This design comes from an exercise in tuning for small area and a short achievable clock period on the open sky130 flow, not from production work. No activity file was given, so power comes from the tool's default toggle rates.

==> run G <==
==> flow/design.v <==
`timescale 1ns/1ps
module alu(
           clk,
           rst_n,
           src1,
           src2,
           ALU_control,
           result,
           zero,
           cout,
           overflow
           );
input           clk;
input           rst_n;
input  [32-1:0] src1;
input  [32-1:0] src2;
input   [4-1:0] ALU_control;
output [32-1:0] result;
output          zero;
output          cout;
output          overflow;
  wire is_and = (ALU_control == 4'b0000);
  wire is_or  = (ALU_control == 4'b0001);
  wire is_add = (ALU_control == 4'b0010);
  wire is_sub = (ALU_control == 4'b0110);
  wire is_slt = (ALU_control == 4'b0111);
  wire is_nor = (ALU_control == 4'b1100);
  wire arith  = is_add | is_sub;
  wire        inv = is_sub | is_slt;
  wire [31:0] b   = src2 ^ {32{inv}};
  wire [31:0] p   = src1 ^ b;
  wire [31:0] g   = src1 & b;
  wire [31:0] g0 = {g[31:1], g[0] | (p[0] & inv)};
  wire [31:0] p0 = p;
  wire G0_1 = g0[1] | (p0[1] & g0[0]);
  wire G0_3 = g0[3] | (p0[3] & g0[2]);
  wire P0_3 = p0[3] & p0[2];
  wire G0_5 = g0[5] | (p0[5] & g0[4]);
  wire P0_5 = p0[5] & p0[4];
  wire G0_7 = g0[7] | (p0[7] & g0[6]);
  wire P0_7 = p0[7] & p0[6];
  wire G0_9 = g0[9] | (p0[9] & g0[8]);
  wire P0_9 = p0[9] & p0[8];
  wire G0_11 = g0[11] | (p0[11] & g0[10]);
  wire P0_11 = p0[11] & p0[10];
  wire G0_13 = g0[13] | (p0[13] & g0[12]);
  wire P0_13 = p0[13] & p0[12];
  wire G0_15 = g0[15] | (p0[15] & g0[14]);
  wire P0_15 = p0[15] & p0[14];
  wire G0_17 = g0[17] | (p0[17] & g0[16]);
  wire P0_17 = p0[17] & p0[16];
  wire G0_19 = g0[19] | (p0[19] & g0[18]);
  wire P0_19 = p0[19] & p0[18];
  wire G0_21 = g0[21] | (p0[21] & g0[20]);
  wire P0_21 = p0[21] & p0[20];
  wire G0_23 = g0[23] | (p0[23] & g0[22]);
  wire P0_23 = p0[23] & p0[22];
  wire G0_25 = g0[25] | (p0[25] & g0[24]);
  wire P0_25 = p0[25] & p0[24];
  wire G0_27 = g0[27] | (p0[27] & g0[26]);
  wire P0_27 = p0[27] & p0[26];
  wire G0_29 = g0[29] | (p0[29] & g0[28]);
  wire P0_29 = p0[29] & p0[28];
  wire G0_31 = g0[31] | (p0[31] & g0[30]);
  wire P0_31 = p0[31] & p0[30];
  wire G1_3 = G0_3 | (P0_3 & G0_1);
  wire G1_5 = G0_5 | (P0_5 & G0_3);
  wire P1_5 = P0_5 & P0_3;
  wire G1_7 = G0_7 | (P0_7 & G0_5);
  wire P1_7 = P0_7 & P0_5;
  wire G1_9 = G0_9 | (P0_9 & G0_7);
  wire P1_9 = P0_9 & P0_7;
  wire G1_11 = G0_11 | (P0_11 & G0_9);
  wire P1_11 = P0_11 & P0_9;
  wire G1_13 = G0_13 | (P0_13 & G0_11);
  wire P1_13 = P0_13 & P0_11;
  wire G1_15 = G0_15 | (P0_15 & G0_13);
  wire P1_15 = P0_15 & P0_13;
  wire G1_17 = G0_17 | (P0_17 & G0_15);
  wire P1_17 = P0_17 & P0_15;
  wire G1_19 = G0_19 | (P0_19 & G0_17);
  wire P1_19 = P0_19 & P0_17;
  wire G1_21 = G0_21 | (P0_21 & G0_19);
  wire P1_21 = P0_21 & P0_19;
  wire G1_23 = G0_23 | (P0_23 & G0_21);
  wire P1_23 = P0_23 & P0_21;
  wire G1_25 = G0_25 | (P0_25 & G0_23);
  wire P1_25 = P0_25 & P0_23;
  wire G1_27 = G0_27 | (P0_27 & G0_25);
  wire P1_27 = P0_27 & P0_25;
  wire G1_29 = G0_29 | (P0_29 & G0_27);
  wire P1_29 = P0_29 & P0_27;
  wire G1_31 = G0_31 | (P0_31 & G0_29);
  wire P1_31 = P0_31 & P0_29;
  wire G2_5 = G1_5 | (P1_5 & G0_1);
  wire G2_7 = G1_7 | (P1_7 & G1_3);
  wire G2_9 = G1_9 | (P1_9 & G1_5);
  wire P2_9 = P1_9 & P1_5;
  wire G2_11 = G1_11 | (P1_11 & G1_7);
  wire P2_11 = P1_11 & P1_7;
  wire G2_13 = G1_13 | (P1_13 & G1_9);
  wire P2_13 = P1_13 & P1_9;
  wire G2_15 = G1_15 | (P1_15 & G1_11);
  wire P2_15 = P1_15 & P1_11;
  wire G2_17 = G1_17 | (P1_17 & G1_13);
  wire P2_17 = P1_17 & P1_13;
  wire G2_19 = G1_19 | (P1_19 & G1_15);
  wire P2_19 = P1_19 & P1_15;
  wire G2_21 = G1_21 | (P1_21 & G1_17);
  wire P2_21 = P1_21 & P1_17;
  wire G2_23 = G1_23 | (P1_23 & G1_19);
  wire P2_23 = P1_23 & P1_19;
  wire G2_25 = G1_25 | (P1_25 & G1_21);
  wire P2_25 = P1_25 & P1_21;
  wire G2_27 = G1_27 | (P1_27 & G1_23);
  wire P2_27 = P1_27 & P1_23;
  wire G2_29 = G1_29 | (P1_29 & G1_25);
  wire P2_29 = P1_29 & P1_25;
  wire G2_31 = G1_31 | (P1_31 & G1_27);
  wire P2_31 = P1_31 & P1_27;
  wire G3_9 = G2_9 | (P2_9 & G0_1);
  wire G3_11 = G2_11 | (P2_11 & G1_3);
  wire G3_13 = G2_13 | (P2_13 & G2_5);
  wire G3_15 = G2_15 | (P2_15 & G2_7);
  wire G3_17 = G2_17 | (P2_17 & G2_9);
  wire P3_17 = P2_17 & P2_9;
  wire G3_19 = G2_19 | (P2_19 & G2_11);
  wire P3_19 = P2_19 & P2_11;
  wire G3_21 = G2_21 | (P2_21 & G2_13);
  wire P3_21 = P2_21 & P2_13;
  wire G3_23 = G2_23 | (P2_23 & G2_15);
  wire P3_23 = P2_23 & P2_15;
  wire G3_25 = G2_25 | (P2_25 & G2_17);
  wire P3_25 = P2_25 & P2_17;
  wire G3_27 = G2_27 | (P2_27 & G2_19);
  wire P3_27 = P2_27 & P2_19;
  wire G3_29 = G2_29 | (P2_29 & G2_21);
  wire P3_29 = P2_29 & P2_21;
  wire G3_31 = G2_31 | (P2_31 & G2_23);
  wire P3_31 = P2_31 & P2_23;
  wire G4_17 = G3_17 | (P3_17 & G0_1);
  wire G4_19 = G3_19 | (P3_19 & G1_3);
  wire G4_21 = G3_21 | (P3_21 & G2_5);
  wire G4_23 = G3_23 | (P3_23 & G2_7);
  wire G4_25 = G3_25 | (P3_25 & G3_9);
  wire G4_27 = G3_27 | (P3_27 & G3_11);
  wire G4_29 = G3_29 | (P3_29 & G3_13);
  wire G4_31 = G3_31 | (P3_31 & G3_15);
  wire G5_2 = g0[2] | (p0[2] & G0_1);
  wire G5_4 = g0[4] | (p0[4] & G1_3);
  wire G5_6 = g0[6] | (p0[6] & G2_5);
  wire G5_8 = g0[8] | (p0[8] & G2_7);
  wire G5_10 = g0[10] | (p0[10] & G3_9);
  wire G5_12 = g0[12] | (p0[12] & G3_11);
  wire G5_14 = g0[14] | (p0[14] & G3_13);
  wire G5_16 = g0[16] | (p0[16] & G3_15);
  wire G5_18 = g0[18] | (p0[18] & G4_17);
  wire G5_20 = g0[20] | (p0[20] & G4_19);
  wire G5_22 = g0[22] | (p0[22] & G4_21);
  wire G5_24 = g0[24] | (p0[24] & G4_23);
  wire G5_26 = g0[26] | (p0[26] & G4_25);
  wire G5_28 = g0[28] | (p0[28] & G4_27);
  wire G5_30 = g0[30] | (p0[30] & G4_29);
  wire [32:0] c;
  assign c[0] = inv;
  assign c[1] = g0[0];
  assign c[2] = G0_1;
  assign c[3] = G5_2;
  assign c[4] = G1_3;
  assign c[5] = G5_4;
  assign c[6] = G2_5;
  assign c[7] = G5_6;
  assign c[8] = G2_7;
  assign c[9] = G5_8;
  assign c[10] = G3_9;
  assign c[11] = G5_10;
  assign c[12] = G3_11;
  assign c[13] = G5_12;
  assign c[14] = G3_13;
  assign c[15] = G5_14;
  assign c[16] = G3_15;
  assign c[17] = G5_16;
  assign c[18] = G4_17;
  assign c[19] = G5_18;
  assign c[20] = G4_19;
  assign c[21] = G5_20;
  assign c[22] = G4_21;
  assign c[23] = G5_22;
  assign c[24] = G4_23;
  assign c[25] = G5_24;
  assign c[26] = G4_25;
  assign c[27] = G5_26;
  assign c[28] = G4_27;
  assign c[29] = G5_28;
  assign c[30] = G4_29;
  assign c[31] = G5_30;
  assign c[32] = G4_31;
  wire [31:0] sum = p ^ c[31:0];
  wire        ovf = c[31] ^ c[32];
  wire        lt  = sum[31] ^ ovf;
  wire [31:0] orv = src1 | src2;
  wire [31:0] res = ({32{is_and}} & (src1 & src2))
                  | ({32{is_or}}  & orv)
                  | ({32{is_nor}} & ~orv)
                  | ({32{arith}}  & sum)
                  | {31'b0, is_slt & lt};
  reg  [31:0] r_result;
  reg         r_cout;
  reg         r_ovf;
  always @(posedge clk or negedge rst_n) begin
    if (!rst_n) begin
      r_result <= 32'b0;
      r_cout   <= 1'b0;
      r_ovf    <= 1'b0;
    end else begin
      r_result <= res;
      r_cout   <= arith & c[32];
      r_ovf    <= arith & ovf;
    end
  end
  assign result   = r_result;
  assign zero     = ~(|r_result);
  assign cout     = r_cout;
  assign overflow = r_ovf;
endmodule
==> flow/flow/run.sh <==
#!/bin/bash
set -euo pipefail
export BUFFER_PORTS_ARGS="-buffer_cell sky130_fd_sc_hd__buf_1"
export SETUP_SLACK_MARGIN=6
bash standard.sh > standard_flow.log 2>&1
==> flow/standard.sh <==
#!/bin/bash
# synth_recipe.tcl (not shown) runs the flow's synth.tcl, then flattens the netlist and writes it again
# the make line also repeats each setting of config.mk as NAME=value (left out here)
make -C /OpenROAD-flow-scripts/flow DESIGN_CONFIG=/design/flow/config.mk WORK_HOME=/design/flow/orfs CLKGATE_MAP_FILE= SYNTH_SCRIPT=/design/flow/synth_recipe.tcl "${@:-finish}"
==> flow/config.mk <==
export PLATFORM = sky130hd
export DESIGN_NAME = alu
export DESIGN_NICKNAME = alu
export VERILOG_FILES = /design/flow/design.v
export SDC_FILE = /design/flow/constraint.sdc
export NUM_CORES = 4
export LEC_CHECK = 0
export CAP_MARGIN = 20
export CORE_MARGIN = 2
export CORE_UTILIZATION = 40
export SLEW_MARGIN = 20
==> flow/constraint.sdc <==
create_clock -name core_clock -period 11.0 [get_ports {clk}]
set_input_delay 2.2000 -clock core_clock [delete_from_list [all_inputs] [get_ports {clk}]]
set_output_delay 2.2000 -clock core_clock [all_outputs]
set_load 0.01 [all_outputs]
==> run K: changes against run G <==
==> flow/design.v, changed modules only <==
module alu(
           clk,
           rst_n,
           src1,
           src2,
           ALU_control,
           result,
           zero,
           cout,
           overflow
           );
input           clk;
input           rst_n;
input  [32-1:0] src1;
input  [32-1:0] src2;
input   [4-1:0] ALU_control;
output [32-1:0] result;
output          zero;
output          cout;
output          overflow;
  wire is_and = (ALU_control == 4'b0000);
  wire is_or  = (ALU_control == 4'b0001);
  wire is_add = (ALU_control == 4'b0010);
  wire is_sub = (ALU_control == 4'b0110);
  wire is_slt = (ALU_control == 4'b0111);
  wire is_nor = (ALU_control == 4'b1100);
  wire arith  = is_add | is_sub;
  wire        inv = ALU_control[2];
  wire [31:0] b   = src2 ^ {32{inv}};
  wire [31:0] p   = src1 ^ b;
  wire [31:0] g   = src1 & b;
  wire [31:0] g0 = {g[31:1], g[0] | (p[0] & inv)};
  wire [31:0] p0 = p;
  wire G0_1 = g0[1] | (p0[1] & g0[0]);
  wire G0_2 = g0[2] | (p0[2] & g0[1]);
  wire P0_2 = p0[2] & p0[1];
  wire G0_3 = g0[3] | (p0[3] & g0[2]);
  wire P0_3 = p0[3] & p0[2];
  wire G0_4 = g0[4] | (p0[4] & g0[3]);
  wire P0_4 = p0[4] & p0[3];
  wire G0_5 = g0[5] | (p0[5] & g0[4]);
  wire P0_5 = p0[5] & p0[4];
  wire G0_6 = g0[6] | (p0[6] & g0[5]);
  wire P0_6 = p0[6] & p0[5];
  wire G0_7 = g0[7] | (p0[7] & g0[6]);
  wire P0_7 = p0[7] & p0[6];
  wire G0_8 = g0[8] | (p0[8] & g0[7]);
  wire P0_8 = p0[8] & p0[7];
  wire G0_9 = g0[9] | (p0[9] & g0[8]);
  wire P0_9 = p0[9] & p0[8];
  wire G0_10 = g0[10] | (p0[10] & g0[9]);
  wire P0_10 = p0[10] & p0[9];
  wire G0_11 = g0[11] | (p0[11] & g0[10]);
  wire P0_11 = p0[11] & p0[10];
  wire G0_12 = g0[12] | (p0[12] & g0[11]);
  wire P0_12 = p0[12] & p0[11];
  wire G0_13 = g0[13] | (p0[13] & g0[12]);
  wire P0_13 = p0[13] & p0[12];
  wire G0_14 = g0[14] | (p0[14] & g0[13]);
  wire P0_14 = p0[14] & p0[13];
  wire G0_15 = g0[15] | (p0[15] & g0[14]);
  wire P0_15 = p0[15] & p0[14];
  wire G0_16 = g0[16] | (p0[16] & g0[15]);
  wire P0_16 = p0[16] & p0[15];
  wire G0_17 = g0[17] | (p0[17] & g0[16]);
  wire P0_17 = p0[17] & p0[16];
  wire G0_18 = g0[18] | (p0[18] & g0[17]);
  wire P0_18 = p0[18] & p0[17];
  wire G0_19 = g0[19] | (p0[19] & g0[18]);
  wire P0_19 = p0[19] & p0[18];
  wire G0_20 = g0[20] | (p0[20] & g0[19]);
  wire P0_20 = p0[20] & p0[19];
  wire G0_21 = g0[21] | (p0[21] & g0[20]);
  wire P0_21 = p0[21] & p0[20];
  wire G0_22 = g0[22] | (p0[22] & g0[21]);
  wire P0_22 = p0[22] & p0[21];
  wire G0_23 = g0[23] | (p0[23] & g0[22]);
  wire P0_23 = p0[23] & p0[22];
  wire G0_24 = g0[24] | (p0[24] & g0[23]);
  wire P0_24 = p0[24] & p0[23];
  wire G0_25 = g0[25] | (p0[25] & g0[24]);
  wire P0_25 = p0[25] & p0[24];
  wire G0_26 = g0[26] | (p0[26] & g0[25]);
  wire P0_26 = p0[26] & p0[25];
  wire G0_27 = g0[27] | (p0[27] & g0[26]);
  wire P0_27 = p0[27] & p0[26];
  wire G0_28 = g0[28] | (p0[28] & g0[27]);
  wire P0_28 = p0[28] & p0[27];
  wire G0_29 = g0[29] | (p0[29] & g0[28]);
  wire P0_29 = p0[29] & p0[28];
  wire G0_30 = g0[30] | (p0[30] & g0[29]);
  wire P0_30 = p0[30] & p0[29];
  wire G0_31 = g0[31] | (p0[31] & g0[30]);
  wire P0_31 = p0[31] & p0[30];
  wire G1_2 = G0_2 | (P0_2 & g0[0]);
  wire G1_3 = G0_3 | (P0_3 & G0_1);
  wire G1_4 = G0_4 | (P0_4 & G0_2);
  wire P1_4 = P0_4 & P0_2;
  wire G1_5 = G0_5 | (P0_5 & G0_3);
  wire P1_5 = P0_5 & P0_3;
  wire G1_6 = G0_6 | (P0_6 & G0_4);
  wire P1_6 = P0_6 & P0_4;
  wire G1_7 = G0_7 | (P0_7 & G0_5);
  wire P1_7 = P0_7 & P0_5;
  wire G1_8 = G0_8 | (P0_8 & G0_6);
  wire P1_8 = P0_8 & P0_6;
  wire G1_9 = G0_9 | (P0_9 & G0_7);
  wire P1_9 = P0_9 & P0_7;
  wire G1_10 = G0_10 | (P0_10 & G0_8);
  wire P1_10 = P0_10 & P0_8;
  wire G1_11 = G0_11 | (P0_11 & G0_9);
  wire P1_11 = P0_11 & P0_9;
  wire G1_12 = G0_12 | (P0_12 & G0_10);
  wire P1_12 = P0_12 & P0_10;
  wire G1_13 = G0_13 | (P0_13 & G0_11);
  wire P1_13 = P0_13 & P0_11;
  wire G1_14 = G0_14 | (P0_14 & G0_12);
  wire P1_14 = P0_14 & P0_12;
  wire G1_15 = G0_15 | (P0_15 & G0_13);
  wire P1_15 = P0_15 & P0_13;
  wire G1_16 = G0_16 | (P0_16 & G0_14);
  wire P1_16 = P0_16 & P0_14;
  wire G1_17 = G0_17 | (P0_17 & G0_15);
  wire P1_17 = P0_17 & P0_15;
  wire G1_18 = G0_18 | (P0_18 & G0_16);
  wire P1_18 = P0_18 & P0_16;
  wire G1_19 = G0_19 | (P0_19 & G0_17);
  wire P1_19 = P0_19 & P0_17;
  wire G1_20 = G0_20 | (P0_20 & G0_18);
  wire P1_20 = P0_20 & P0_18;
  wire G1_21 = G0_21 | (P0_21 & G0_19);
  wire P1_21 = P0_21 & P0_19;
  wire G1_22 = G0_22 | (P0_22 & G0_20);
  wire P1_22 = P0_22 & P0_20;
  wire G1_23 = G0_23 | (P0_23 & G0_21);
  wire P1_23 = P0_23 & P0_21;
  wire G1_24 = G0_24 | (P0_24 & G0_22);
  wire P1_24 = P0_24 & P0_22;
  wire G1_25 = G0_25 | (P0_25 & G0_23);
  wire P1_25 = P0_25 & P0_23;
  wire G1_26 = G0_26 | (P0_26 & G0_24);
  wire P1_26 = P0_26 & P0_24;
  wire G1_27 = G0_27 | (P0_27 & G0_25);
  wire P1_27 = P0_27 & P0_25;
  wire G1_28 = G0_28 | (P0_28 & G0_26);
  wire P1_28 = P0_28 & P0_26;
  wire G1_29 = G0_29 | (P0_29 & G0_27);
  wire P1_29 = P0_29 & P0_27;
  wire G1_30 = G0_30 | (P0_30 & G0_28);
  wire P1_30 = P0_30 & P0_28;
  wire G1_31 = G0_31 | (P0_31 & G0_29);
  wire P1_31 = P0_31 & P0_29;
  wire G2_4 = G1_4 | (P1_4 & g0[0]);
  wire G2_5 = G1_5 | (P1_5 & G0_1);
  wire G2_6 = G1_6 | (P1_6 & G1_2);
  wire G2_7 = G1_7 | (P1_7 & G1_3);
  wire G2_8 = G1_8 | (P1_8 & G1_4);
  wire P2_8 = P1_8 & P1_4;
  wire G2_9 = G1_9 | (P1_9 & G1_5);
  wire P2_9 = P1_9 & P1_5;
  wire G2_10 = G1_10 | (P1_10 & G1_6);
  wire P2_10 = P1_10 & P1_6;
  wire G2_11 = G1_11 | (P1_11 & G1_7);
  wire P2_11 = P1_11 & P1_7;
  wire G2_12 = G1_12 | (P1_12 & G1_8);
  wire P2_12 = P1_12 & P1_8;
  wire G2_13 = G1_13 | (P1_13 & G1_9);
  wire P2_13 = P1_13 & P1_9;
  wire G2_14 = G1_14 | (P1_14 & G1_10);
  wire P2_14 = P1_14 & P1_10;
  wire G2_15 = G1_15 | (P1_15 & G1_11);
  wire P2_15 = P1_15 & P1_11;
  wire G2_16 = G1_16 | (P1_16 & G1_12);
  wire P2_16 = P1_16 & P1_12;
  wire G2_17 = G1_17 | (P1_17 & G1_13);
  wire P2_17 = P1_17 & P1_13;
  wire G2_18 = G1_18 | (P1_18 & G1_14);
  wire P2_18 = P1_18 & P1_14;
  wire G2_19 = G1_19 | (P1_19 & G1_15);
  wire P2_19 = P1_19 & P1_15;
  wire G2_20 = G1_20 | (P1_20 & G1_16);
  wire P2_20 = P1_20 & P1_16;
  wire G2_21 = G1_21 | (P1_21 & G1_17);
  wire P2_21 = P1_21 & P1_17;
  wire G2_22 = G1_22 | (P1_22 & G1_18);
  wire P2_22 = P1_22 & P1_18;
  wire G2_23 = G1_23 | (P1_23 & G1_19);
  wire P2_23 = P1_23 & P1_19;
  wire G2_24 = G1_24 | (P1_24 & G1_20);
  wire P2_24 = P1_24 & P1_20;
  wire G2_25 = G1_25 | (P1_25 & G1_21);
  wire P2_25 = P1_25 & P1_21;
  wire G2_26 = G1_26 | (P1_26 & G1_22);
  wire P2_26 = P1_26 & P1_22;
  wire G2_27 = G1_27 | (P1_27 & G1_23);
  wire P2_27 = P1_27 & P1_23;
  wire G2_28 = G1_28 | (P1_28 & G1_24);
  wire P2_28 = P1_28 & P1_24;
  wire G2_29 = G1_29 | (P1_29 & G1_25);
  wire P2_29 = P1_29 & P1_25;
  wire G2_30 = G1_30 | (P1_30 & G1_26);
  wire P2_30 = P1_30 & P1_26;
  wire G2_31 = G1_31 | (P1_31 & G1_27);
  wire P2_31 = P1_31 & P1_27;
  wire G3_8 = G2_8 | (P2_8 & g0[0]);
  wire G3_9 = G2_9 | (P2_9 & G0_1);
  wire G3_10 = G2_10 | (P2_10 & G1_2);
  wire G3_11 = G2_11 | (P2_11 & G1_3);
  wire G3_12 = G2_12 | (P2_12 & G2_4);
  wire G3_13 = G2_13 | (P2_13 & G2_5);
  wire G3_14 = G2_14 | (P2_14 & G2_6);
  wire G3_15 = G2_15 | (P2_15 & G2_7);
  wire G3_16 = G2_16 | (P2_16 & G2_8);
  wire P3_16 = P2_16 & P2_8;
  wire G3_17 = G2_17 | (P2_17 & G2_9);
  wire P3_17 = P2_17 & P2_9;
  wire G3_18 = G2_18 | (P2_18 & G2_10);
  wire P3_18 = P2_18 & P2_10;
  wire G3_19 = G2_19 | (P2_19 & G2_11);
  wire P3_19 = P2_19 & P2_11;
  wire G3_20 = G2_20 | (P2_20 & G2_12);
  wire P3_20 = P2_20 & P2_12;
  wire G3_21 = G2_21 | (P2_21 & G2_13);
  wire P3_21 = P2_21 & P2_13;
  wire G3_22 = G2_22 | (P2_22 & G2_14);
  wire P3_22 = P2_22 & P2_14;
  wire G3_23 = G2_23 | (P2_23 & G2_15);
  wire P3_23 = P2_23 & P2_15;
  wire G3_24 = G2_24 | (P2_24 & G2_16);
  wire P3_24 = P2_24 & P2_16;
  wire G3_25 = G2_25 | (P2_25 & G2_17);
  wire P3_25 = P2_25 & P2_17;
  wire G3_26 = G2_26 | (P2_26 & G2_18);
  wire P3_26 = P2_26 & P2_18;
  wire G3_27 = G2_27 | (P2_27 & G2_19);
  wire P3_27 = P2_27 & P2_19;
  wire G3_28 = G2_28 | (P2_28 & G2_20);
  wire P3_28 = P2_28 & P2_20;
  wire G3_29 = G2_29 | (P2_29 & G2_21);
  wire P3_29 = P2_29 & P2_21;
  wire G3_30 = G2_30 | (P2_30 & G2_22);
  wire P3_30 = P2_30 & P2_22;
  wire G3_31 = G2_31 | (P2_31 & G2_23);
  wire P3_31 = P2_31 & P2_23;
  wire G4_16 = G3_16 | (P3_16 & g0[0]);
  wire G4_17 = G3_17 | (P3_17 & G0_1);
  wire G4_18 = G3_18 | (P3_18 & G1_2);
  wire G4_19 = G3_19 | (P3_19 & G1_3);
  wire G4_20 = G3_20 | (P3_20 & G2_4);
  wire G4_21 = G3_21 | (P3_21 & G2_5);
  wire G4_22 = G3_22 | (P3_22 & G2_6);
  wire G4_23 = G3_23 | (P3_23 & G2_7);
  wire G4_24 = G3_24 | (P3_24 & G3_8);
  wire G4_25 = G3_25 | (P3_25 & G3_9);
  wire G4_26 = G3_26 | (P3_26 & G3_10);
  wire G4_27 = G3_27 | (P3_27 & G3_11);
  wire G4_28 = G3_28 | (P3_28 & G3_12);
  wire G4_29 = G3_29 | (P3_29 & G3_13);
  wire G4_30 = G3_30 | (P3_30 & G3_14);
  wire G4_31 = G3_31 | (P3_31 & G3_15);
  wire [32:0] c;
  assign c[0] = inv;
  assign c[1] = g0[0];
  assign c[2] = G0_1;
  assign c[3] = G1_2;
  assign c[4] = G1_3;
  assign c[5] = G2_4;
  assign c[6] = G2_5;
  assign c[7] = G2_6;
  assign c[8] = G2_7;
  assign c[9] = G3_8;
  assign c[10] = G3_9;
  assign c[11] = G3_10;
  assign c[12] = G3_11;
  assign c[13] = G3_12;
  assign c[14] = G3_13;
  assign c[15] = G3_14;
  assign c[16] = G3_15;
  assign c[17] = G4_16;
  assign c[18] = G4_17;
  assign c[19] = G4_18;
  assign c[20] = G4_19;
  assign c[21] = G4_20;
  assign c[22] = G4_21;
  assign c[23] = G4_22;
  assign c[24] = G4_23;
  assign c[25] = G4_24;
  assign c[26] = G4_25;
  assign c[27] = G4_26;
  assign c[28] = G4_27;
  assign c[29] = G4_28;
  assign c[30] = G4_29;
  assign c[31] = G4_30;
  assign c[32] = G4_31;
  wire [31:0] sum = p ^ c[31:0];
  wire        ovf = c[31] ^ c[32];
  wire        lt  = sum[31] ^ ovf;
  wire [31:0] orv = src1 | src2;
  wire [31:0] res = ({32{is_and}} & (src1 & src2))
                  | ({32{is_or}}  & orv)
                  | ({32{is_nor}} & ~orv)
                  | ({32{arith}}  & sum)
                  | {31'b0, is_slt & lt};
  reg  [31:0] r_result;
  reg         r_cout;
  reg         r_ovf;
  always @(posedge clk or negedge rst_n) begin
    if (!rst_n) begin
      r_result <= 32'b0;
      r_cout   <= 1'b0;
      r_ovf    <= 1'b0;
    end else begin
      r_result <= res;
      r_cout   <= arith & c[32];
      r_ovf    <= arith & ovf;
    end
  end
  assign result   = r_result;
  assign zero     = ~(|r_result);
  assign cout     = r_cout;
  assign overflow = r_ovf;
endmodule
==> flow/flow/run.sh (replaced) <==
#!/bin/bash
set -euo pipefail
export BUFFER_PORTS_ARGS="-buffer_cell sky130_fd_sc_hd__buf_1"
export SETUP_SLACK_MARGIN=6

bash standard.sh > standard_flow.log 2>&1
Settings changed: CORE_UTILIZATION 40 to 60.
==> run H: changes against run G <==
--- a/flow/design.v
+++ b/flow/design.v
@@ -26,7 +26,7 @@
   wire is_slt = (ALU_control == 4'b0111);
   wire is_nor = (ALU_control == 4'b1100);
   wire arith  = is_add | is_sub;
-  wire        inv = is_sub | is_slt;
+  wire        inv = ALU_control[2];
   wire [31:0] b   = src2 ^ {32{inv}};
   wire [31:0] p   = src1 ^ b;
   wire [31:0] g   = src1 & b;
==> flow/flow/run.sh (replaced) <==
#!/bin/bash
# Layout flow: the standard layout, with two changes.
# 1. Synthesis is the standard synthesis (synth_recipe.tcl, so -nofsm -noshare,
#    flatten and the same renames) except that Yosys does not extract full and
#    half adder cells, and ABC maps the logic with flow/abc.script instead of
#    the ORFS speed script. The registers are the standard synthesis's.
# 2. The port buffers are the small plain buffer instead of the default
#    delay-buffer cell, and the resizer's setup repair aims for a slack margin.
# Each tool's output goes to a log of its own in the work folder.
set -euo pipefail
here=$(pwd)
{ head -n 1 synth_recipe.tcl
  cat <<'EOT'
# ABC with this flow's own script
proc abc {args} {
  set i [lsearch -exact $args -script]
  if {$i >= 0} { lset args [expr {$i + 1}] $::env(OWN_ABC_SCRIPT) }
  yosys abc {*}$args
}
EOT
  tail -n +2 synth_recipe.tcl
} > own_synth.tcl
sed -e "s#SYNTH_SCRIPT=[^ ]*#SYNTH_SCRIPT=$here/own_synth.tcl ADDER_MAP_FILE=#" standard.sh > own_synth.sh
export OWN_ABC_SCRIPT=$here/flow/abc.script
bash own_synth.sh synth > synth.log 2>&1
export BUFFER_PORTS_ARGS="-buffer_cell sky130_fd_sc_hd__buf_1"
export SETUP_SLACK_MARGIN=6
bash standard.sh > layout.log 2>&1
==> flow/flow/abc.script (new file) <==
strash
&get -n
&st
&dch -f
&nf -R 1000
&dch -f
&nf -R 1000
&put
topo
buffer -c
upsize -c
dnsize -c
stime -c
Settings changed: CORE_UTILIZATION 40 to 60.
==> summary.md <==
| Metric | Value |
|---|---|
| Mapped Nets | 589 |
| Final worst-path cycle share | 43.8% |
| WL final | 11.3 mm |
| Total power | 481 uW |
| Status | finished clean |
| Finished layout cell area | 4430 um2 |
| Inverter count | 7 |
| Combinational share of power | 49.7% |
| Relative slew slack | 39.5% |
| Worst-Margin Slew | 908 ps |
| Critical Path Most Common Cell | o21ai_1 |
| Pwr dens | 109 nW/um2 |
The numbers above come from run K.

==> summary.md <==
| Metric | Value |
|---|---|
| Final worst-path cycle share | 46.9% |
| Critical Path Most Common Cell | o2111ai_2 |
| Status | finished clean |
| WL final | 11.4 mm |
| Worst-Margin Slew | 946 ps |
| Finished layout cell area | 4900 um2 |
| Combinational share of power | 50.4% |
| Total power | 487 uW |
| Pwr dens | 99.3 nW/um2 |
| Relative slew slack | 36.9% |
| Inverter count | 14 |
The numbers above come from run G.

==> summary.md <==
| Metric | Value |
|---|---|
| Worst-Margin Slew | 912 ps |
| Status | finished clean |
| Mapped Nets | 533 |
| Combinational share of power | 45.4% |
| WL final | 9.79 mm |
| Relative slew slack | 39.2% |
| Final worst-path cycle share | 43.2% |
| Critical Path Most Common Cell | xor2_1 |
| Total power | 443 uW |
| Pwr dens | 109 nW/um2 |
| Inverter count | 5 |
The numbers above come from run H.

No functional check of the RTL was part of any run of this note.

port drivers added, routing unchanged:
No port has a modelled driver above. Below, the same layouts with a new extraction and two added sets of constraints. Step 1, drivers: a clkbuf_16 drives clk and a buf_2 each remaining input, both assumed. Step 2 also shifts input and output timing later by t, the mid clock arrival at the registers, as if the neighbouring blocks saw the same clock. Three values: ideal ports, drivers, drivers and shift; two values: the first two.
run | t (ns) | setup WS [ns] | latest minus earliest clock arrival (ns)
run G | 0.320 | 5.843 / 5.826 / 5.507 | 0.003 / 0.003
run K | 0.309 | 6.181 / 6.177 / 5.867 | 0.007 / 0.007
run H | 0.321 | 6.249 / 6.253 / 5.932 | 0.007 / 0.007
After both steps setup and hold are still met in every run listed. The setup slack of run G, which loses most, moves by -0.017 ns with the drivers and by -0.336 ns with both steps.
